Context: an optimization exercise on an open-source flow, tuned for small area. The choices shown serve that exercise and are no tape-out recipe.
Function was checked by simulation only, so behaviour that the tests miss may differ from the original.
Power is estimated from default activity; no workload was simulated.

--- flow/config.mk ---
export PLATFORM = sky130hd
export DESIGN_NAME = top_FIFO
export DESIGN_NICKNAME = top_FIFO
export VERILOG_FILES = /design/flow/design.v
export SDC_FILE = /design/flow/constraint.sdc
export NUM_CORES = 4
export LEC_CHECK = 0
export CAP_MARGIN = 0
export CORE_MARGIN = 2
export CORE_UTILIZATION = 40
export SLEW_MARGIN = 0
export SYNTH_HIERARCHICAL = 1
export SYNTH_MINIMUM_KEEP_SIZE = 0
--- flow/constraint.sdc ---
create_clock -name core_clock -period 6.0 [get_ports {Clock}]
set_input_delay 1.2000 -clock core_clock [delete_from_list [all_inputs] [get_ports {Clock}]]
set_output_delay 1.2000 -clock core_clock [all_outputs]
set_load 0.01 [all_outputs]
--- flow/design.v ---
`timescale 1ns / 1ps
module top_FIFO(Read_Data, Write_Data, Full, Empty, Half_Empty, Clock, Reset, WE, RE, EN);
parameter M = 32;
parameter N = 16;
localparam A = $clog2(M);
output logic [N-1:0] Read_Data;
output logic Full, Empty, Half_Empty;
input [N-1:0] Write_Data;
input Clock, Reset, WE, RE, EN;
logic [A:0] Count;                
logic [N-1:0] Memory [M-1:0];     
logic [N-1:0] Next [M-1:0];
logic Write, Read, Keep, Hold, Up, Count_En;
logic [A:0] Count_Next;
logic [M-1:0] Sel;                
logic [N-1:0] Part_n [10:0];
logic [N-1:0] Or_Part [2:0];
logic [N-1:0] Read_Next;
assign Full = Count[A];
assign Empty = (Count == 0);
assign Half_Empty = (Count <= (M/2));
assign Write = !EN && !Reset && WE && !Full;
assign Read  = !EN && !Reset && !(WE && !Full) && RE && !Empty;
assign Keep  = !Write;
assign Hold  = EN || (!Reset && !Read);    
genvar g, b;
generate
  for (g = 0; g < M; g++)
  begin : row
    for (b = 0; b < N; b++)
    begin : col
      if (g == 0)
        fifo_hold h (.q(Memory[g][b]), .k(Keep), .qp(Write_Data[b]), .s(Write), .d(Next[g][b]));
      else
        fifo_hold h (.q(Memory[g][b]), .k(Keep), .qp(Memory[g-1][b]), .s(Write), .d(Next[g][b]));
    end
  end
endgenerate
always @(posedge Clock)
  for (int i = 0; i < M; i++) Memory[i] <= Next[i];
fifo_decode dec (.rd(Read), .count(Count), .sel(Sel));
generate
  for (b = 0; b < N; b++)
  begin : rd
    for (g = 0; g < 11; g++)
    begin : grp
      if (g < 10)
        fifo_ao222_n a (.a1(Sel[3*g]), .b1(Memory[3*g][b]),
                        .a2(Sel[3*g+1]), .b2(Memory[3*g+1][b]),
                        .a3(Sel[3*g+2]), .b3(Memory[3*g+2][b]), .y_n(Part_n[g][b]));
      else
        fifo_ao222_n a (.a1(Sel[30]), .b1(Memory[30][b]),
                        .a2(Sel[31]), .b2(Memory[31][b]),
                        .a3(Hold), .b3(Read_Data[b]), .y_n(Part_n[g][b]));
    end
    fifo_nand4 n0 (.a(Part_n[0][b]), .b(Part_n[1][b]), .c(Part_n[2][b]), .d(Part_n[3][b]), .y(Or_Part[0][b]));
    fifo_nand4 n1 (.a(Part_n[4][b]), .b(Part_n[5][b]), .c(Part_n[6][b]), .d(Part_n[7][b]), .y(Or_Part[1][b]));
    fifo_nand3 n2 (.a(Part_n[8][b]), .b(Part_n[9][b]), .c(Part_n[10][b]), .y(Or_Part[2][b]));
    fifo_or3 o (.a(Or_Part[0][b]), .b(Or_Part[1][b]), .c(Or_Part[2][b]), .y(Read_Next[b]));
  end
endgenerate
always @(posedge Clock)
  Read_Data <= Read_Next;
assign Up = WE && !Full;
assign Count_En = !EN && (Reset || Up || (RE && !Empty));
fifo_count_next cn (.count(Count), .up(Up), .clear(Reset), .next(Count_Next));
always @(posedge Clock)
  if (Count_En) Count <= Count_Next;
endmodule
module fifo_hold(input q, input k, input qp, input s, output d);
assign d = (q & k) | (qp & s);
endmodule
module fifo_ao222_n(input a1, input b1, input a2, input b2, input a3, input b3, output y_n);
assign y_n = !((a1 & b1) | (a2 & b2) | (a3 & b3));
endmodule
module fifo_nand4(input a, input b, input c, input d, output y);
assign y = !(a & b & c & d);
endmodule
module fifo_nand3(input a, input b, input c, output y);
assign y = !(a & b & c);
endmodule
module fifo_or3(input a, input b, input c, output y);
assign y = a | b | c;
endmodule
module fifo_decode(input rd, input [5:0] count, output logic [31:0] sel);
logic [3:0] lo;      
logic [7:0] hi;      
always_comb
begin
  for (int j = 0; j < 4; j++) lo[j] = (count[1:0] == j);
  for (int k = 0; k < 8; k++) hi[k] = rd && count[4:2] == k;
end
genvar v;
generate
  for (v = 1; v < 32; v++)
  begin : line
    fifo_and2 n (.a(hi[v / 4]), .b(lo[v % 4]), .y(sel[v-1]));
  end
endgenerate
assign sel[31] = rd && count[5];
endmodule
module fifo_and2(input a, input b, output y);
assign y = a & b;
endmodule
module fifo_count_next(input [5:0] count, input up, input clear, output [5:0] next);
wire [4:0] same;      
wire [5:0] toggle;
wire [5:1] kept;      
genvar i;
assign toggle[0] = 1'b1;
fifo_nor2 n0 (.a(clear), .b(count[0]), .y(next[0]));
generate
  for (i = 0; i < 5; i++)
  begin : slice
    fifo_xnor2 s (.a(count[i]), .b(up), .y(same[i]));
    if (i == 0)
      assign toggle[1] = same[0];
    else
      fifo_and2 t (.a(toggle[i]), .b(same[i]), .y(toggle[i+1]));
    fifo_xnor2 k (.a(count[i+1]), .b(toggle[i+1]), .y(kept[i+1]));
    fifo_nor2 n (.a(clear), .b(kept[i+1]), .y(next[i+1]));
  end
endgenerate
endmodule
module fifo_xnor2(input a, input b, output y);
assign y = !(a ^ b);
endmodule
module fifo_nor2(input a, input b, output y);
assign y = !(a | b);
endmodule
--- flow/flow/run.sh ---
#!/bin/bash
# Layout flow: the standard ORFS flow (standard.sh, unchanged synthesis),
# with small port buffers, a clock tree of clkbuf_8 leaf buffers driving up to
# 18 flip-flops each, and no CTS dummy loads. make's output goes to standard.log;
# each ORFS step's own log is under orfs/logs/.
export BUFFER_PORTS_ARGS="-buffer_cell sky130_fd_sc_hd__buf_1"
export CTS_ARGS="-sink_clustering_enable -repair_clock_nets -sink_clustering_size 18 -sink_clustering_max_diameter 70 -buf_list sky130_fd_sc_hd__clkbuf_8 -dont_use_dummy_load"
bash standard.sh > standard.log 2>&1
--- flow/standard.sh ---
#!/bin/bash
# synth_recipe.tcl (not shown) runs the flow's synth.tcl, then flattens the netlist and writes it again
# the make line also repeats each setting of config.mk as NAME=value (left out here)
make -C /OpenROAD-flow-scripts/flow DESIGN_CONFIG=/design/flow/config.mk WORK_HOME=/design/flow/orfs CLKGATE_MAP_FILE= SYNTH_SCRIPT=/design/flow/synth_recipe.tcl "${@:-finish}"
==> impl_metrics.env, run 1 <==
export IMPL_rsz0062_at_grt="false"
export IMPL_min_period_over_period_pct=64.64
export IMPL_status="timing/DRC/antenna clean"
export IMPL_combPwrFrac_pct=5.5
export IMPL_drv_slew=0
export IMPL_critical_path_buf_inv_count=0
export IMPL_drc=0
export IMPL_yosysUniqueCellTypes=24
export IMPL_synth_top_area_share_pct=59.00
export IMPL_min_path_cells=1
export IMPL_static_leakage_power_nw=7.077
export IMPL_drive_gt1_share_pct=4.006
export IMPL_num_rows=77
export IMPL_routed_via_density=6.587
export IMPL_die_y_um=215.6
export IMPL_numCtsBuffers=37
export IMPL_globalplace_congestion=0.7769
export IMPL_switching_share_pct=23.68
export IMPL_synthTopCellsByArea="dfxtp_1 (59%), a22o_1 (25%), a222oi_1 (9.8%)"
export IMPL_ys_seq_elements=534
export IMPL_grt_pass1_wl_um=75660
export IMPL_r2r_slack_ns=2.12
export IMPL_cp_cell_sequence="or4_4 > o31ai_1 > nor4_1 > and4bb_2 > and2_1 > a222oi_1 > nand4_1 > or3_1"
export IMPL_fmax_mhz=257.8
export IMPL_slowest_delay_ns=0.63
export IMPL_min_path_type="reg2reg"
export IMPL_multi_input_area_um2=7163
export IMPL_setup_viol=0
export IMPL_area_growth_pct=8.590
export IMPL_p_int_mw=4.476
export IMPL_r2r_cells=8
export IMPL_ant_nets=0
export IMPL_post_cts_buffers=0
export IMPL_drt_initial_drc_count=2252
export IMPL_syn_instance_count=1363
export IMPL_hold_viol=0
export IMPL_critPathTopFamily="simple AND/OR/NAND/NOR gates"
export IMPL_fin_skew_ns=0.07315
export IMPL_reg2reg_from="Count[3]"
export IMPL_powerDensity_nw_per_um2=301.5
export IMPL_synthesis_area_um2=17920
export IMPL_cts_buffer_depth=3
export IMPL_avgSynthCellArea_um2=13.14
export IMPL_globalRoute_totalOverflow=0
export IMPL_hold_path_startpoint="Memory[3][10]"
export IMPL_cp_end_kind="flop"
export IMPL_core_area_um2=44220
export IMPL_holdWs_ns=0.4321
export IMPL_tritoncts="yes"
export IMPL_critPathMaxFanout=16
export IMPL_startpoint_type="flop"
export IMPL_antenna_found_initial=1
export IMPL_vdd_ir_drop_worst_v=0.0001183
export IMPL_ys_warnings_count=13
export IMPL_io_pin_count=40
export IMPL_yosys_area_top_type="dfxtp_1"
export IMPL_die_w_um=215.6
export IMPL_power_frac_clock_pct=28.2
export IMPL_wl_per_cell_um=24.04
export IMPL_cts_root_buffer_cell="clkbuf_8"
export IMPL_cts_sinks=534
export IMPL_critical_path_class="reg2reg"
export IMPL_grt_pass1_vias=12020
export IMPL_max_cap_violations=0
export IMPL_num_vias=13440
export IMPL_cts_hold_buf=0
export IMPL_path_clk_slew_ns=0.11
export IMPL_power_switching_mw=1.389
export IMPL_dr_pass1_iters=8
export IMPL_grt_max_degree=208
export IMPL_portBuffers=39
export IMPL_hpwlAfterDp_um=29060
export IMPL_ctsResizeCount=0
export IMPL_wl_um=49050
export IMPL_n_antenna_cell=0
export IMPL_setup_tns_ns=0
export IMPL_initial_core_util_pct=40.51
export IMPL_htreeDepth=2
export IMPL_yosysSeqAreaShare_pct=60.00
export IMPL_worst_hold_path_endpoint="Memory[4][10]"
export IMPL_seqPwrFrac_pct=66.4
export IMPL_r2r_end="Read_Data[12]"
export IMPL_fillerInstances=4020
export IMPL_maxSlewHeadroom_pct=26.99
export IMPL_worstPathRequired_ns=6.54
export IMPL_clock_latency_ns=0.62
export IMPL_die_area_um2=46500
export IMPL_cp_arrival_ns=4.42
export IMPL_grt_usage_pct=20.44
export IMPL_tightest_slew_ns=1.095
export IMPL_fin_nets=1471
export IMPL_critical_path_slowest_cell="a222oi_1"
export IMPL_synth_nets=1384
export IMPL_path_depth=8
export IMPL_fin_crit_ns=3.879
export IMPL_regArea_um2=10750
modules after synthesis, one instance, submodules excluded, excerpt:
module / cells / cell area, um^2 / flops+latches
fifo_and2: 1 / 6.256 / 0
fifo_ao222_n: 1 / 10.01 / 0
fifo_decode: 13 / 125.1 / 0
fifo_hold: 1 / 8.758 / 0
fifo_nand3: 1 / 5.005 / 0
fifo_nand4: 1 / 6.256 / 0
fifo_nor2: 1 / 3.754 / 0
fifo_or3: 1 / 6.256 / 0
fifo_xnor2: 1 / 8.758 / 0
top_FIFO: 547 / 10840 / 534
cell usage after synthesis:
cell type,count
o21bai_2,1
nor3_1,1
o31ai_1,1
nor2_1,8
nand2b_1,1
and4_2,1
and4b_2,3
a21oi_1,2
xnor2_1,10
a22o_1,512
or3_1,17
o311a_1,1
nor4_1,1
nor4b_2,1
nand3_1,16
inv_1,2
and2_1,37
dfxtp_1,528
nand4_1,32
nor2b_1,2
a222oi_1,176
and4bb_2,3
or4_4,1
edfxtp_1,6
layer usage:
layer | global-route usage (%) | routed length (um)
met2 | 28.64 | 20570
met3 | 3.354 | 4306
met5 | 0 | 0
met4 | 6.253 | 1061
met1 | 31.71 | 23110
per-stage QoR:
stage | instance area, um^2 | cells | setup slack [ns] | utilization [%] | power (mW)
after floorplan | 17920 | 1363 | -7.051 | - | 4.185
after global placement | 18950 | 2003 | 1.696 | 42.84 | 4.278
after detailed placement | 18950 | 2003 | 1.718 | 42.84 | 4.290
after CTS | 19450 | 2040 | 2.169 | 43.99 | 5.916
after global routing | 19450 | 2040 | 1.921 | 43.99 | 6.095
final | 19450 | 2040 | 2.121 | 43.99 | 5.865
placed cells by master (no fill, tap or decap), drive strengths merged, types with 2 or more instances in the layout:
cell type / count
and4b: 3
nor2b: 2
a222oi: 176
nand4: 32
inv: 2
and2: 37
and4bb: 3
dfxtp: 528
edfxtp: 6
buf: 48
nor2: 8
a22o: 512
nand3: 16
or3: 17
a21oi: 2
xnor2: 10
clkbuf: 37
flip-flops by register name, indices dropped and copies added (netlist names):
name and cells:
Count 6, Memory 512, Read_Data 16
power groups by stage:
| stage | clock [mW] | combinational, mW | sequential (mW) |
|---|---|---|---|
| after floorplan | 0 | 0.256 | 3.93 |
| after global placement | 0 | 0.311 | 3.97 |
| after detailed placement | 0 | 0.317 | 3.97 |
| after CTS | 1.71 | 0.320 | 3.89 |
| after global routing | 1.83 | 0.350 | 3.92 |
| final | 1.65 | 0.320 | 3.89 |
area by class of cell:
class                   instances  area share, %
flip-flops and latches        534          55.26
inverters                       2        0.07718
multi-input cells             827          36.82
well taps                     592          3.807
clock buffers                  37          2.618
repair buffers                 48          1.421
how the worst max path moves through the flow:
stage	startpoint	endpoint	slack (ns)
6_report	Count[3]	Read_Data[12]	2.12
5_1_grt	Count[3]	Read_Data[2]	1.92
3_5_place_dp	WE	Read_Data[5]	1.72
2_1_floorplan	WE	Memory[0][0]	-7.05
4_1_cts	Count[3]	Read_Data[12]	2.17
3_3_place_gp	WE	Read_Data[11]	1.70
worst reg2reg max path, cell delays in order, from the launching register on:
cell and delay [ns]:
edfxtp_1 0.55, or4_4 0.62, o31ai_1 0.31, nor4_1 0.20
and4bb_2 0.32, and2_1 0.45, a222oi_1 0.64, nand4_1 0.31
or3_1 0.41
cell families (layout without fill, tap and decap cells):
logic type | count (synthesis) | count (layout) | share of synthesized area (%)
DFF | 534 | 534 | 60.00
AOI/OAI and AO/OA | 693 | 693 | 35.08
and+or+nand+nor | 124 | 124 | 4.386
buffers and inverters | 2 | 87 | 0.04192
xor gates and xnor gates | 10 | 10 | 0.4888
==> run 2: changes to the inputs <==
--- a/flow/design.v
+++ b/flow/design.v
@@ -87,7 +87,19 @@
 logic [7:0] hi;      
-always_comb
-begin
-  for (int j = 0; j < 4; j++) lo[j] = (count[1:0] == j);
-  for (int k = 0; k < 8; k++) hi[k] = rd && count[4:2] == k;
-end
+logic [4:0] count_n;
+genvar j, k;
+generate
+  for (j = 0; j < 5; j++)
+  begin : inv
+    fifo_inv i (.a(count[j]), .y(count_n[j]));
+  end
+  for (j = 0; j < 4; j++)
+  begin : pre_lo
+    fifo_nor2 n (.a(j[0] ? count_n[0] : count[0]), .b(j[1] ? count_n[1] : count[1]), .y(lo[j]));
+  end
+  for (k = 0; k < 8; k++)
+  begin : pre_hi
+    fifo_and4 a (.a(rd), .b(k[0] ? count[2] : count_n[2]), .c(k[1] ? count[3] : count_n[3]),
+                 .d(k[2] ? count[4] : count_n[4]), .y(hi[k]));
+  end
+endgenerate
 genvar v;
@@ -99,3 +111,3 @@
 endgenerate
-assign sel[31] = rd && count[5];
+fifo_and2 top (.a(rd), .b(count[5]), .y(sel[31]));
 endmodule
@@ -130 +142,7 @@
 endmodule
+module fifo_inv(input a, output y);
+assign y = !a;
+endmodule
+module fifo_and4(input a, input b, input c, input d, output y);
+assign y = a & b & c & d;
+endmodule
==> run 2 against run 1 <==
  * Still clean on timing, DRC and antenna
  * Combinational power about the same
  * First-iteration DRC count is 24% lower
  * Die area is essentially flat
  * Sequential power is essentially flat
  * Sequential share of layout area increased by 0.18 points
  * Clock power fell by 2%
  * Final area decreased by 0.33%
  * Hold slack gained 0.048 ns
  * Non-clock buffer count did not move
  * Register-to-register slack improved by 0.06 ns
  * Routed wire length shrank 14%
  * Setup slack improved by 0.059 ns
  * Largest power group unchanged
==> impl_metrics.env, run 2 <==
export IMPL_status="timing/DRC/antenna clean"
export IMPL_drive_gt1_share_pct=3.375
export IMPL_core_area_um2=44220
export IMPL_startpoint_type="flop"
export IMPL_num_vias=12980
export IMPL_fillerInstances=4084
export IMPL_fmax_mhz=261.8
export IMPL_layout_commonest_cell="dfxtp_1"
export IMPL_final_cell_mix="dfxtp_1 (528), a22o_1 (512), a222oi_1 (176), buf_1 (39)"
export IMPL_cts_root_buffer_cell="clkbuf_8"
export IMPL_io_pin_count=40
export IMPL_critPathMaxFanout=16
export IMPL_synth_top_area_share_pct=59.05
export IMPL_max_cap_violations=0
export IMPL_critical_path_buf_inv_count=0
export IMPL_fin_skew_ns=0.03676
export IMPL_globalRoute_totalOverflow=0
export IMPL_hpwlAfterDp_um=25420
export IMPL_vdd_ir_drop_worst_v=0.0001119
export IMPL_fin_nets=1475
export IMPL_htreeDepth=2
export IMPL_cp_end_kind="flop"
export IMPL_numCtsBuffers=36
export IMPL_wl_per_cell_um=20.65
export IMPL_synth_common_cells="dfxtp_1 (528), a22o_1 (512), a222oi_1 (176)"
export IMPL_grt_pass1_vias=11700
export IMPL_drv_slew=0
export IMPL_regMostFlops="Memory"
export IMPL_min_period_over_period_pct=63.66
export IMPL_synthMostInstantiatedCell="dfxtp_1"
export IMPL_die_w_um=215.5
export IMPL_synth_main_ff_cell="dfxtp_1"
export IMPL_cp_cell_sequence="or4_4 > o31ai_1 > nor4_1 > and4_1 > and2_1 > a222oi_1 > nand4_1 > or3_1"
export IMPL_yosysUniqueCellTypes=20
export IMPL_slowest_delay_ns=0.61
export IMPL_drc=0
export IMPL_cp_arrival_ns=4.31
export IMPL_path_clk_slew_ns=0.11
export IMPL_dr_pass1_iters=9
export IMPL_maxSlewHeadroom_pct=22.68
export IMPL_setup_viol=0
export IMPL_ys_seq_elements=534
export IMPL_cts_hold_buf=0
export IMPL_drt_initial_drc_count=1716
export IMPL_fin_crit_ns=3.819
export IMPL_static_leakage_power_nw=7.072
export IMPL_ctsResizeCount=0
export IMPL_yosysSeqAreaShare_pct=60.05
export IMPL_cts_buffer_depth=3
export IMPL_tritoncts="yes"
export IMPL_largestRegisters="Memory x512, Read_Data x16, Count x6"
export IMPL_place_area_um2=18890
export IMPL_post_cts_buffers=0
export IMPL_critical_path_slowest_cell="or4_4"
export IMPL_routed_via_density=6.349
export IMPL_critical_path_class="reg2reg"
export IMPL_setup_tns_ns=0
export IMPL_tightest_slew_ns=1.160
export IMPL_area_growth_pct=8.325
export IMPL_antenna_found_initial=3
export IMPL_fin_ws_ns=2.181
export IMPL_cts_sinks=534
export IMPL_min_path_type="reg2reg"
export IMPL_hold_viol=0
export IMPL_globalplace_congestion=0.7308
export IMPL_worstPathRequired_ns=6.49
export IMPL_final_cell_area_um2=19390
export IMPL_post_place_ws_ns=1.768
export IMPL_critPathTopFamily="simple AND/OR/NAND/NOR gates"
export IMPL_avgSynthCellArea_um2=13.09
export IMPL_syn_instance_count=1368
export IMPL_die_area_um2=46460
export IMPL_synth_edf_count=6
export IMPL_grt_usage_pct=17.45
export IMPL_yosys_area_top_type="dfxtp_1"
export IMPL_clock_latency_ns=0.60
export IMPL_wl_um=42240
export IMPL_die_y_um=215.5
export IMPL_synthTopCellsByArea="dfxtp_1 (59%), a22o_1 (25%), a222oi_1 (9.8%)"
export IMPL_synthesis_area_um2=17900
export IMPL_largest_register_ff_count=512
export IMPL_initial_core_util_pct=40.48
export IMPL_portBuffers=39
export IMPL_ys_warnings_count=12
export IMPL_rsz0062_at_grt="false"
export IMPL_num_rows=77
export IMPL_grt_pass1_wl_um=67350
export IMPL_powerDensity_nw_per_um2=299.7
export IMPL_grt_max_degree=276
export IMPL_synth_nets=1389
export IMPL_ant_nets=0
export IMPL_synthArstFlopShare_pct=0
-- run 2: cell count changes after synthesis --
cell      before  now
and2_1        37   36
and4_1         0    8
and4_2         1    0
and4b_2        3    0
and4bb_2       3    0
inv_1          2    7
nor2_1         8   11
nor2b_1        2    0
nor4b_2        1    0
-- run 2: cell type report --
| cell class | count | area, um^2 | area share [%] |
|---|---|---|---|
| flip-flops and latches | 534 | 10750 | 55.44 |
| well taps | 592 | 740.7 | 3.820 |
| inverters | 7 | 33.78 | 0.1742 |
| diodes | 1 | 2.502 | 0.01290 |
| clock buffers | 36 | 495.5 | 2.555 |
| multi-input cells | 827 | 7129 | 36.77 |
| repair buffers | 48 | 239.0 | 1.232 |
-- run 2: through the flow --
stage / hold WS (ns) / cells / power (mW) / utilization [%]
final: 0.4802 / 2045 / 5.811 / 43.85
after floorplan: 0.4558 / 1368 / 4.184 / -
after CTS: 0.4757 / 2044 / 5.875 / 43.84
after global placement: 0.4672 / 2008 / 4.262 / 42.72
after detailed placement: 0.4707 / 2008 / 4.282 / 42.72
after global routing: 0.5136 / 2045 / 6.052 / 43.85
-- run 2: worst paths after layout --
check	cells after the start	from	end	slack [ns]
hold / removal	1	Memory[5][1]	Memory[6][1]	0.48
setup reg to reg	8	Count[3]	Read_Data[15]	2.18
hold reg to reg	1	Memory[5][1]	Memory[6][1]	0.48
setup / recovery	8	Count[3]	Read_Data[15]	2.18
-- run 2: per-module statistics from Yosys (local to each module, per instance), excerpt --
module,cell area (um^2),copies in the design,flops+latches,cells inside
fifo_and2,6.256,36,0,1
fifo_and4,8.758,8,0,1
fifo_ao222_n,10.01,176,0,1
fifo_hold,8.758,512,0,1
fifo_inv,3.754,5,0,1
fifo_nand3,5.005,16,0,1
fifo_nand4,6.256,32,0,1
fifo_nor2,3.754,10,0,1
fifo_or3,6.256,16,0,1
fifo_xnor2,8.758,10,0,1
top_FIFO,10840,1,534,547
-- run 2: cell families (layout without fill, tap and decap cells) --
kind of cell / after synthesis / after routing / synth area share, %
compound gates: 693 / 693 / 35.11
flops: 534 / 534 / 60.05
simple gates: 124 / 124 / 4.201
xor+xnor: 10 / 10 / 0.4892
buf+inv: 7 / 91 / 0.1468
other cells: 0 / 1 / 0
-- run 2: worst register-to-register path: cells and delay by family, from the launching register on --
kind             cells  cell delay, ns
AND/OR/NAND/NOR      6            2.33
AO/OA/AOI/OAI        2            0.91
flip-flops           1            0.52
-- run 2: report_power, final --
group          switching [mW]  leakage (nW)  internal, mW
combinational           0.142          2.48         0.176
sequential              0.147          4.33          3.74
clock                    1.06         0.259         0.545
total                    1.35          7.07          4.46
-- run 2: metal layers --
layer / share of wire (%) / wire length (um) / vias to the layer above / track usage (%)
met2: 44 / 18400 / 313 / 25.54
met3: 5.1 / 2150 / 38 / 2.565
met1: 50 / 21120 / 6475 / 26.90
li1: - / - / 6158 / -
met5: 0 / 0 / - / 0
met4: 1.4 / 571 / 0 / 4.000
==> run 3: changes to the inputs <==
--- a/flow/flow/run.sh
+++ b/flow/flow/run.sh
@@ -6,3 +6,3 @@
 export BUFFER_PORTS_ARGS="-buffer_cell sky130_fd_sc_hd__buf_1"
-export CTS_ARGS="-sink_clustering_enable -repair_clock_nets -sink_clustering_size 18 -sink_clustering_max_diameter 70 -buf_list sky130_fd_sc_hd__clkbuf_8 -dont_use_dummy_load"
+export CTS_ARGS="-sink_clustering_enable -repair_clock_nets -sink_clustering_size 18 -sink_clustering_max_diameter 70 -buf_list sky130_fd_sc_hd__clkbuf_8 -dont_use_dummy_load -root_buf sky130_fd_sc_hd__clkbuf_4 -tree_buf sky130_fd_sc_hd__clkbuf_4"
 bash standard.sh > standard.log 2>&1
--- a/flow/config.mk
+++ b/flow/config.mk
@@ -9,3 +9,3 @@
 export CORE_MARGIN = 2
-export CORE_UTILIZATION = 40
+export CORE_UTILIZATION = 50
 export SLEW_MARGIN = 0
==> run 3 against run 2 <==
  * Still clean on timing, DRC and antenna
  * Sequential power about the same
  * First-iteration DRC count increased by 3.7%
  * Maximum frequency increased by 2.9%
  * Die area decreased by 20%
  * Sequential share of layout area increased by 0.47 points
  * Largest cell class unchanged
==> impl_metrics.env, run 3 <==
export IMPL_die_area_um2=37330
export IMPL_ys_seq_elements=534
export IMPL_max_cap_violations=0
export IMPL_min_period_over_period_pct=61.89
export IMPL_yosys_area_top_type="dfxtp_1"
export IMPL_area_growth_pct=7.409
export IMPL_fmax_mhz=269.3
export IMPL_hold_viol=0
export IMPL_setup_tns_ns=0
export IMPL_numCtsBuffers=35
export IMPL_yosys_area_share_xor_xnor_pct=0.4893
export IMPL_hold_path_startpoint="Memory[16][13]"
export IMPL_rsz0062_at_grt="false"
export IMPL_synthTopCellsByArea="dfxtp_1 (59%), a22o_1 (25%), a222oi_1 (9.8%)"
export IMPL_dr_pass1_iters=9
export IMPL_fin_crit_ns=3.713
export IMPL_drt_initial_drc_count=1780
export IMPL_layout_commonest_cell="dfxtp_1"
export IMPL_io_pin_count=40
export IMPL_setup_viol=0
export IMPL_synthMostInstantiatedCell="dfxtp_1"
export IMPL_ant_nets=0
export IMPL_tightest_slew_ns=1.174
export IMPL_utilization_pct=54.32
export IMPL_initial_core_util_pct=50.57
export IMPL_wl_um=45100
export IMPL_r2r_end="Read_Data[14]"
export IMPL_synth_edf_count=6
export IMPL_maxSlewHeadroom_pct=21.67
export IMPL_ctsResizeCount=0
export IMPL_min_path_type="reg2reg"
export IMPL_portBuffers=39
export IMPL_synthAdderAreaFrac_pct=0
export IMPL_tritoncts="yes"
export IMPL_vdd_ir_drop_worst_v=0.0001870
export IMPL_die_y_um=193.2
export IMPL_fin_skew_ns=0.04109
export IMPL_htreeDepth=2
export IMPL_ys_warnings_count=12
export IMPL_largest_register_ff_count=512
export IMPL_powerDensity_nw_per_um2=299.6
export IMPL_worst_hold_path_endpoint="Memory[17][13]"
export IMPL_cp_end_kind="flop"
export IMPL_synthesis_area_um2=17900
export IMPL_cp_arrival_ns=4.35
export IMPL_synthArstFlopShare_pct=0
export IMPL_path_clk_slew_ns=0.11
export IMPL_core_area_um2=35400
export IMPL_cts_root_buffer_cell="clkbuf_4"
export IMPL_cts_buffer_depth=3
export IMPL_r2r_slack_ns=2.29
export IMPL_num_vias=13190
export IMPL_globalRoute_totalOverflow=0
export IMPL_synthMuxAreaShare_pct=0
export IMPL_regMostFlops="Memory"
export IMPL_syn_instance_count=1368
export IMPL_avgSynthCellArea_um2=13.09
export IMPL_grt_max_degree=239
export IMPL_synth_compound_area_share_pct=35.11
export IMPL_drive_gt1_share_pct=3.574
export IMPL_globalplace_congestion=0.7983
export IMPL_critical_path_class="reg2reg"
export IMPL_grt_pass1_wl_um=71070
export IMPL_yosysUniqueCellTypes=20
export IMPL_synthSimpleGateAreaFrac_pct=4.201
export IMPL_yosysSeqAreaShare_pct=60.05
export IMPL_fin_nets=1478
export IMPL_min_path_cells=1
export IMPL_fin_total_pwr_mw=5.760
export IMPL_die_w_um=193.2
export IMPL_wl_per_cell_um=23.51
export IMPL_grt_usage_pct=23.10
export IMPL_num_rows=69
export IMPL_synth_main_ff_cell="dfxtp_1"
export IMPL_synth_common_cells="dfxtp_1 (528), a22o_1 (512), a222oi_1 (176)"
export IMPL_r2r_cells=8
export IMPL_final_cell_mix="dfxtp_1 (528), a22o_1 (512), a222oi_1 (176), buf_1 (39), and2_1 (36)"
export IMPL_cts_hold_buf=0
export IMPL_grt_pass1_vias=11930
export IMPL_cts_sinks=534
export IMPL_static_leakage_power_nw=7.076
export IMPL_synth_nets=1389
export IMPL_synth_top_family_by_area="compound AO/OA/AOI/OAI gates"
export IMPL_routed_via_density=6.875
export IMPL_post_cts_buffers=0
export IMPL_reg2reg_from="Count[5]"
export IMPL_drc=0
export IMPL_hpwlAfterDp_um=26890
export IMPL_clock_latency_ns=0.70
export IMPL_startpoint_type="flop"
export IMPL_largestRegisters="Memory x512, Read_Data x16, Count x6"
export IMPL_synth_top_area_share_pct=59.05
export IMPL_antenna_found_initial=1
export IMPL_status="timing/DRC/antenna clean"
export IMPL_drv_slew=0
export IMPL_worstPathRequired_ns=6.64
export IMPL_critPathMaxFanout=16
==> run 3: cell count changes in the layout (fill, tap and decap cells not counted), sizes merged <==
cell,previous run,this run
diode,1,2
clkbuf,36,35
buf,48,52
==> run 3: logic make-up after synthesis <==
| family | after synthesis |
|---|---|
| compound gates | 693 |
| flops | 534 |
| simple gates | 124 |
| xor+xnor | 10 |
| buf+inv | 7 |
==> run 3: report_power, final <==
part / switching [mW] / total [mW] / internal [mW]
sequential: 0.163 / 3.90 / 3.74
combinational: 0.144 / 0.321 / 0.178
clock: 1.05 / 1.54 / 0.487
total: 1.36 / 5.76 / 4.40
==> run 3: per-module statistics from Yosys (local to each module, per instance), a selection <==
module      cell area [um^2]  cells
fifo_xnor2             8.758      1
fifo_or3               6.256      1
fifo_nand3             5.005      1
fifo_hold              8.758      1
fifo_inv               3.754      1
fifo_and2              6.256      1
==> run 3: cell type report <==
class / instances / area [um^2]
diodes: 2 / 5.005
clock buffers: 35 / 450.4
fillers: 3122 / 16170
inverters: 7 / 33.78
multi-input cells: 827 / 7129
flip-flops and latches: 534 / 10750
well taps: 461 / 576.8
repair buffers: 52 / 281.5
==> run 3: worst max path at each step <==
stage                  start             to  cells past startpoint
floorplan                 WE   Memory[0][0]                      4
global placement          WE  Read_Data[11]                      9
detailed placement        WE  Read_Data[13]                      9
CTS                 Count[3]   Read_Data[7]                      8
global route        Count[5]  Read_Data[13]                      8
finish              Count[5]  Read_Data[14]                      8
==> run 3: through the flow <==
stage | setup slack, ns | area, um^2 | cells | hold slack (ns)
after floorplan | -7.051 | 17910 | 1368 | 0.4558
after global placement | 1.696 | 18770 | 1881 | 0.4679
after detailed placement | 1.746 | 18770 | 1881 | 0.4706
after CTS | 2.376 | 19220 | 1916 | 0.4814
after global routing | 1.936 | 19230 | 1918 | 0.5083
final | 2.287 | 19230 | 1918 | 0.4639
==> run 3: per-layer routing <==
layer | global-route usage (%) | vias up | wire, um
met5 | 0 | - | 0
met4 | 5.117 | 0 | 820
met3 | 3.400 | 60 | 3131
li1 | - | 6177 | -
met2 | 32.50 | 476 | 18790
met1 | 36.99 | 6473 | 22360
==> run 3: critical path, stage by stage, from the launching register on <==
cell and delay [ns]:
edfxtp_1 0.51, nand2b_1 0.19, inv_1 0.16, nor4_1 0.89, and4_1 0.38, and2_1 0.85
a222oi_1 0.29, nand3_1 0.26, or3_1 0.13
==> run 4: changes to the inputs <==
--- a/flow/config.mk
+++ b/flow/config.mk
@@ -9,3 +9,3 @@
 export CORE_MARGIN = 2
-export CORE_UTILIZATION = 50
+export CORE_UTILIZATION = 30
 export SLEW_MARGIN = 0
==> run 4 against run 3 <==
  * Largest power group unchanged
  * Routed wire length grew 6.3%
  * First-iteration DRC count grew 26%
  * Combinational power is essentially flat
  * Largest cell class unchanged
  * Critical path depth is the same
  * Sequential power is essentially flat
  * Clock-buffer cell count is the same
  * Critical path type unchanged
==> impl_metrics.env, run 4 <==
export IMPL_status="timing/DRC/antenna clean"
export IMPL_min_period_over_period_pct=62.12
export IMPL_worstPathRequired_ns=6.61
export IMPL_synthMostInstantiatedCell="dfxtp_1"
export IMPL_synth_nets=1389
export IMPL_num_rows=89
export IMPL_setup_tns_ns=0
export IMPL_portBuffers=39
export IMPL_startpoint="Count[3]"
export IMPL_clock_latency_ns=0.75
export IMPL_hpwlAfterDp_um=28760
export IMPL_ctsResizeCount=0
export IMPL_final_cell_mix="dfxtp_1 (528), a22o_1 (512), a222oi_1 (176), buf_1 (39), and2_1 (36)"
export IMPL_setup_viol=0
export IMPL_io_pin_count=40
export IMPL_maxSlewHeadroom_pct=25.48
export IMPL_powerDensity_nw_per_um2=293.6
export IMPL_ant_nets=0
export IMPL_yosysUniqueCellTypes=20
export IMPL_wl_per_cell_um=21.54
export IMPL_core_area_um2=59020
export IMPL_grt_usage_pct=15.16
export IMPL_fin_skew_ns=0.08393
export IMPL_synthesis_area_um2=17900
export IMPL_fin_crit_ns=3.727
export IMPL_num_vias=13330
export IMPL_drive_gt1_share_pct=3.308
export IMPL_critPathMaxFanout=16
export IMPL_cts_sinks=534
export IMPL_globalplace_congestion=0.7883
export IMPL_cts_root_buffer_cell="clkbuf_4"
export IMPL_synth_common_cells="dfxtp_1 (528), a22o_1 (512), a222oi_1 (176)"
export IMPL_startpoint_type="flop"
export IMPL_tritoncts="yes"
export IMPL_ys_seq_elements=534
export IMPL_grt_pass1_wl_um=74800
export IMPL_ys_warnings_count=12
export IMPL_critical_path_class="reg2reg"
export IMPL_tightest_slew_ns=1.118
export IMPL_initial_core_util_pct=30.33
export IMPL_synth_main_ff_cell="dfxtp_1"
export IMPL_rsz0062_at_grt="false"
export IMPL_reg2reg_from="Count[3]"
export IMPL_largestRegisters="Memory x512, Read_Data x16, Count x6"
export IMPL_utilization_pct=33.23
export IMPL_drc=0
export IMPL_fin_nets=1474
export IMPL_numCtsBuffers=35
export IMPL_hold_path_startpoint="Memory[22][5]"
export IMPL_min_path_type="reg2reg"
export IMPL_routed_via_density=5.986
export IMPL_regMostFlops="Memory"
export IMPL_syn_instance_count=1368
export IMPL_post_cts_buffers=0
export IMPL_cp_cell_sequence="or4_4 > o31ai_1 > nor4_1 > and4_1 > and2_1 > a222oi_1 > nand4_1 > or3_1"
export IMPL_path_clk_slew_ns=0.11
export IMPL_hold_viol=0
export IMPL_layout_commonest_cell="dfxtp_1"
export IMPL_htreeDepth=2
export IMPL_fmax_mhz=268.3
export IMPL_dr_pass1_iters=7
export IMPL_avgSynthCellArea_um2=13.09
export IMPL_drv_slew=0
export IMPL_synth_edf_count=6
export IMPL_cp_arrival_ns=4.33
export IMPL_static_leakage_power_nw=7.064
export IMPL_synth_top_area_share_pct=59.05
export IMPL_wl_um=47950
export IMPL_synthTopCellsByArea="dfxtp_1 (59%), a22o_1 (25%), a222oi_1 (9.8%)"
export IMPL_antenna_found_initial=4
export IMPL_slowest_delay_ns=0.60
export IMPL_die_area_um2=61640
export IMPL_cts_hold_buf=0
export IMPL_globalRoute_totalOverflow=0
export IMPL_largest_register_ff_count=512
export IMPL_die_y_um=248.3
export IMPL_area_growth_pct=9.562
export IMPL_max_cap_violations=0
export IMPL_synthArstFlopShare_pct=0
export IMPL_grt_max_degree=184
export IMPL_cp_end_kind="flop"
export IMPL_yosys_area_top_type="dfxtp_1"
export IMPL_vdd_ir_drop_worst_v=0.0001091
export IMPL_drt_initial_drc_count=2241
export IMPL_grt_pass1_vias=12450
export IMPL_yosysSeqAreaShare_pct=60.05
export IMPL_critical_path_slowest_cell="or4_4"
export IMPL_cts_buffer_depth=3
export IMPL_die_w_um=248.3
[run 4: changes by cell type in the layout (fill, tap and decap cells not counted)]
cell / change
buf_12: +2
buf_4: -6
[run 4: path summary, 6_finish.rpt]
kind / depth (start not counted) / slack (ns) / to
worst max-delay path: 8 / 2.27 / Read_Data[1]
worst max register to register: 8 / 2.27 / Read_Data[1]
worst min-delay path: 1 / 0.47 / Memory[23][5]
worst min register to register: 1 / 0.47 / Memory[23][5]
[run 4: worst max-delay path: cells and delay by family (launching register included)]
family	cells	cell delay, ns
flip-flops	1	0.53
AND/OR/NAND/NOR	6	2.24
AO/OA/AOI/OAI	2	0.84
[run 4: Yosys stat by module (local to each module, per instance), a selection]
module	copies in the design	cell area [um^2]	cells	flops+latches
fifo_and2	36	6.256	1	0
fifo_and4	8	8.758	1	0
fifo_ao222_n	176	10.01	1	0
fifo_hold	512	8.758	1	0
fifo_inv	5	3.754	1	0
fifo_nand3	16	5.005	1	0
fifo_nand4	32	6.256	1	0
fifo_nor2	10	3.754	1	0
fifo_or3	16	6.256	1	0
fifo_xnor2	10	8.758	1	0
top_FIFO	1	10840	547	534
[run 4: cell type report]
type,count,area [um^2]
well taps,773,967.2
multi-input cells,827,7129
diodes,2,5.005
flip-flops and latches,534,10750
inverters,7,33.78
clock buffers,35,450.4
repair buffers,48,276.5
fillers,5880,39410
[run 4: cell families (layout without fill, tap and decap cells)]
family / after synthesis / in the layout / share of synthesized area, %
other: 0 / 2 / 0
xor gates and xnor gates: 10 / 10 / 0.4892
buffers and inverters: 7 / 90 / 0.1468
and+or+nand+nor: 124 / 124 / 4.201
DFF: 534 / 534 / 60.05
AOI/OAI and AO/OA: 693 / 693 / 35.11
[run 4: per-stage QoR]
stage | instance area [um^2] | power [mW] | std cells | hold slack, ns | setup WS (ns)
after floorplan | 17910 | 4.184 | 1368 | 0.4558 | -7.051
after detailed placement | 19160 | 4.290 | 2189 | 0.4707 | 1.846
final | 19610 | 5.758 | 2226 | 0.4706 | 2.273
after CTS | 19610 | 5.813 | 2224 | 0.4780 | 2.358
after global placement | 19160 | 4.271 | 2189 | 0.4666 | 1.889
after global routing | 19610 | 5.978 | 2225 | 0.4997 | 2.068
[run 4: per-layer routing]
layer  track usage (%)  vias up  part of all wire [%]
met5                 0        -                     0
met4             4.674        0                   2.2
met3             1.896       68                   6.5
met2             23.46      478                    44
met1             21.90     6611                    47
li1                  -     6168                     -
[run 4: where the power goes]
group	switching, mW	internal, mW
clock network	1.06	0.487
logic	0.142	0.178
registers	0.151	3.74
total	1.35	4.40
==> run 5: changes to the inputs <==
--- a/flow/config.mk
+++ b/flow/config.mk
@@ -9,3 +9,3 @@
 export CORE_MARGIN = 2
-export CORE_UTILIZATION = 30
+export CORE_UTILIZATION = 40
 export SLEW_MARGIN = 0
==> run 5 against run 4 <==
  * Sequential share of layout area rose by 0.72 points
  * Global-route usage rose by 2.3 points
  * Highest routed layer unchanged
  * Maximum frequency fell by 1.4%
  * Synthesized cell count did not move
  * Power barely moved
  * Area after synthesis did not move
  * Combinational power barely moved
  * Clock power barely moved
  * Critical path depth did not move
  * Core utilization rose by 11 points
  * Sequential cell count did not move
  * First-iteration DRC count fell by 25%
==> impl_metrics.env, run 5 <==
export IMPL_largestRegisters="Memory x512, Read_Data x16, Count x6"
export IMPL_die_w_um=215.5
export IMPL_tritoncts="yes"
export IMPL_num_rows=77
export IMPL_min_path_type="reg2reg"
export IMPL_area_growth_pct=8.150
export IMPL_yosysUniqueCellTypes=20
export IMPL_synth_common_cells="dfxtp_1 (528), a22o_1 (512), a222oi_1 (176)"
export IMPL_htreeDepth=2
export IMPL_initial_core_util_pct=40.48
export IMPL_cp_cell_sequence="or4_4 > o31ai_1 > nor4_1 > and4_1 > and2_1 > a222oi_1 > nand4_1 > or3_1"
export IMPL_synth_edf_count=6
export IMPL_wl_um=42230
export IMPL_slowest_delay_ns=0.61
export IMPL_regMostFlops="Memory"
export IMPL_antenna_found_initial=3
export IMPL_grt_usage_pct=17.43
export IMPL_routed_via_density=6.360
export IMPL_fillerInstances=4091
export IMPL_core_area_um2=44220
export IMPL_drive_gt1_share_pct=3.375
export IMPL_synthMostInstantiatedCell="dfxtp_1"
export IMPL_drc=0
export IMPL_critPathMaxFanout=16
export IMPL_min_period_over_period_pct=63.03
export IMPL_critPathTopFamily="simple AND/OR/NAND/NOR gates"
export IMPL_status="timing/DRC/antenna clean"
export IMPL_synth_nets=1389
export IMPL_synthArstFlopShare_pct=0
export IMPL_portBuffers=39
export IMPL_final_cell_mix="dfxtp_1 (528), a22o_1 (512), a222oi_1 (176), buf_1 (39), and2_1 (36)"
export IMPL_grt_pass1_wl_um=67310
export IMPL_rsz0062_at_grt="false"
export IMPL_placed_cells=2008
export IMPL_tightest_slew_ns=1.251
export IMPL_static_leakage_power_nw=7.059
export IMPL_globalRoute_totalOverflow=0
export IMPL_fin_nets=1475
export IMPL_critical_path_slowest_cell="or4_4"
export IMPL_path_clk_slew_ns=0.11
export IMPL_avgSynthCellArea_um2=13.09
export IMPL_syn_instance_count=1368
export IMPL_yosysSeqAreaShare_pct=60.05
export IMPL_die_y_um=215.5
export IMPL_drt_initial_drc_count=1676
export IMPL_io_pin_count=40
export IMPL_synth_top_area_share_pct=59.05
export IMPL_worstPathRequired_ns=6.58
export IMPL_synthTopCellsByArea="dfxtp_1 (59%), a22o_1 (25%), a222oi_1 (9.8%)"
export IMPL_max_cap_violations=0
export IMPL_cts_root_buffer_cell="clkbuf_4"
export IMPL_dr_pass1_iters=13
export IMPL_critical_path_buf_inv_count=0
export IMPL_final_cells=2045
export IMPL_grt_max_degree=276
export IMPL_setup_viol=0
export IMPL_fin_ws_ns=2.218
export IMPL_num_vias=13010
export IMPL_r2r_slack_ns=2.22
export IMPL_numCtsBuffers=36
export IMPL_hpwlAfterDp_um=25420
export IMPL_cts_hold_buf=0
export IMPL_startpoint_type="flop"
export IMPL_fin_total_pwr_mw=5.758
export IMPL_ctsResizeCount=0
export IMPL_maxSlewHeadroom_pct=16.61
export IMPL_cp_arrival_ns=4.36
export IMPL_post_cts_buffers=0
export IMPL_largest_register_ff_count=512
export IMPL_cp_end_kind="flop"
export IMPL_cts_buffer_depth=3
export IMPL_synthesis_area_um2=17900
export IMPL_ys_seq_elements=534
export IMPL_fmax_mhz=264.4
export IMPL_ant_nets=0
export IMPL_vdd_ir_drop_worst_v=0.0001137
export IMPL_powerDensity_nw_per_um2=297.4
export IMPL_wl_per_cell_um=20.65
export IMPL_globalplace_congestion=0.7308
export IMPL_layout_commonest_cell="dfxtp_1"
export IMPL_yosys_area_top_type="dfxtp_1"
export IMPL_hold_viol=0
export IMPL_critical_path_class="reg2reg"
export IMPL_grt_pass1_vias=11680
export IMPL_utilization_pct=43.78
export IMPL_clock_latency_ns=0.75
export IMPL_synth_main_ff_cell="dfxtp_1"
export IMPL_ys_warnings_count=12
export IMPL_post_place_ws_ns=1.768
export IMPL_fin_skew_ns=0.06427
export IMPL_fin_crit_ns=3.782
export IMPL_drv_slew=0
export IMPL_die_area_um2=46460
export IMPL_cts_sinks=534
==> run 5: cell counts after synthesis <==
No cell type changed its count.
==> run 5: where the power goes <==
part / internal [mW] / switching (mW)
sequential: 3.74 / 0.147
clock: 0.500 / 1.05
combinational: 0.176 / 0.142
total: 4.41 / 1.34
==> run 5: kinds of logic (layout without fill, tap and decap cells) <==
kind of cell / Yosys count / in the layout / share of synthesized area [%]
AND/OR/NAND/NOR: 124 / 124 / 4.201
AO/OA/AOI/OAI: 693 / 693 / 35.11
flip-flops: 534 / 534 / 60.05
XOR/XNOR: 10 / 10 / 0.4892
buffers and inverters: 7 / 91 / 0.1468
other: 0 / 1 / 0
==> run 5: worst register-to-register path: stages (launching register included) <==
cell      delay (ns)
edfxtp_1        0.52
or4_4           0.61
o31ai_1         0.30
nor4_1          0.19
and4_1          0.25
and2_1          0.44
a222oi_1        0.58
nand4_1         0.35
or3_1           0.43
==> run 5: worst paths after layout <==
| path | start | to | depth (start not counted) |
|---|---|---|---|
| min | Memory[17][7] | Memory[18][7] | 1 |
| min reg2reg | Memory[17][7] | Memory[18][7] | 1 |
| max reg2reg | Count[3] | Read_Data[6] | 8 |
| max | Count[3] | Read_Data[6] | 8 |
==> run 5: per-stage QoR <==
| step | hold WS, ns | cell area (um^2) | TNS (ns) |
|---|---|---|---|
| 5_1_grt | 0.4932 | 19360 | 0 |
| 2_1_floorplan | 0.4558 | 17910 | -3610.01 |
| 3_3_place_gp | 0.4672 | 18890 | 0 |
| 4_1_cts | 0.4580 | 19360 | 0 |
| 6_report | 0.4542 | 19360 | 0 |
| 3_5_place_dp | 0.4707 | 18890 | 0 |
==> run 5: per-module statistics from Yosys, one instance, submodules excluded, a selection <==
module	flops+latches	cells
top_FIFO	534	547
fifo_ao222_n	0	1
fifo_and4	0	1
fifo_hold	0	1
fifo_xnor2	0	1
fifo_and2	0	1
fifo_nand4	0	1
fifo_or3	0	1
fifo_nand3	0	1
fifo_inv	0	1
fifo_nor2	0	1
==> run 5: per-layer routing <==
metal	share of wire, %	up-vias	GRT usage, %
met2	43	338	25.54
li1	-	6165	-
met5	0	-	0
met1	50	6464	26.90
met4	1.4	0	3.770
met3	5.8	39	2.607
==> run 5: final cells by class <==
| cell class | instances | area, um^2 | area share [%] |
|---|---|---|---|
| flip-flops and latches | 534 | 10750 | 55.53 |
| multi-input cells | 827 | 7129 | 36.83 |
| well taps | 592 | 740.7 | 3.826 |
| clock buffers | 36 | 464.2 | 2.398 |
| repair buffers | 48 | 239.0 | 1.234 |
| inverters | 7 | 33.78 | 0.1745 |
| diodes | 1 | 2.502 | 0.01293 |

==> separate check: timing with driven ports <==
The results above use ideal ports. As a check the final layouts listed here were re-extracted and re-timed, cells and wires unchanged.
Step 1 sets driving cells, clkbuf_16 on the clock port and buf_2 on the other inputs (assumed; they add their load-dependent delay and slew).
Step 2, shift: input delay + t, output delay - t, t = (earliest + latest rising clock arrival at the registers) / 2. This alone moves slack from input paths to output paths.
Slacks: ideal ports / drivers / drivers and shift; pairs: ideal ports / drivers.
| run | t (ns) | setup WS [ns] | hold slack, ns |
|---|---|---|---|
| run 1 | 0.642 | 2.121 / 2.121 / 1.585 | 0.432 / 0.432 / 0.432 |
| run 2 | 0.622 | 2.181 / 2.181 / 1.678 | 0.480 / 0.480 / 0.480 |
| run 3 | 0.731 | 2.287 / 2.287 / 1.587 | 0.464 / 0.464 / 0.464 |
| run 4 | 0.764 | 2.273 / 2.273 / 1.753 | 0.471 / 0.471 / 0.471 |
| run 5 | 0.758 | 2.218 / 2.218 / 1.630 | 0.454 / 0.454 / 0.454 |
After both steps every run listed still meets setup and hold. The setup slack of run 3, which loses most, moves by 0.000 ns with the drivers and by -0.700 ns with both steps.
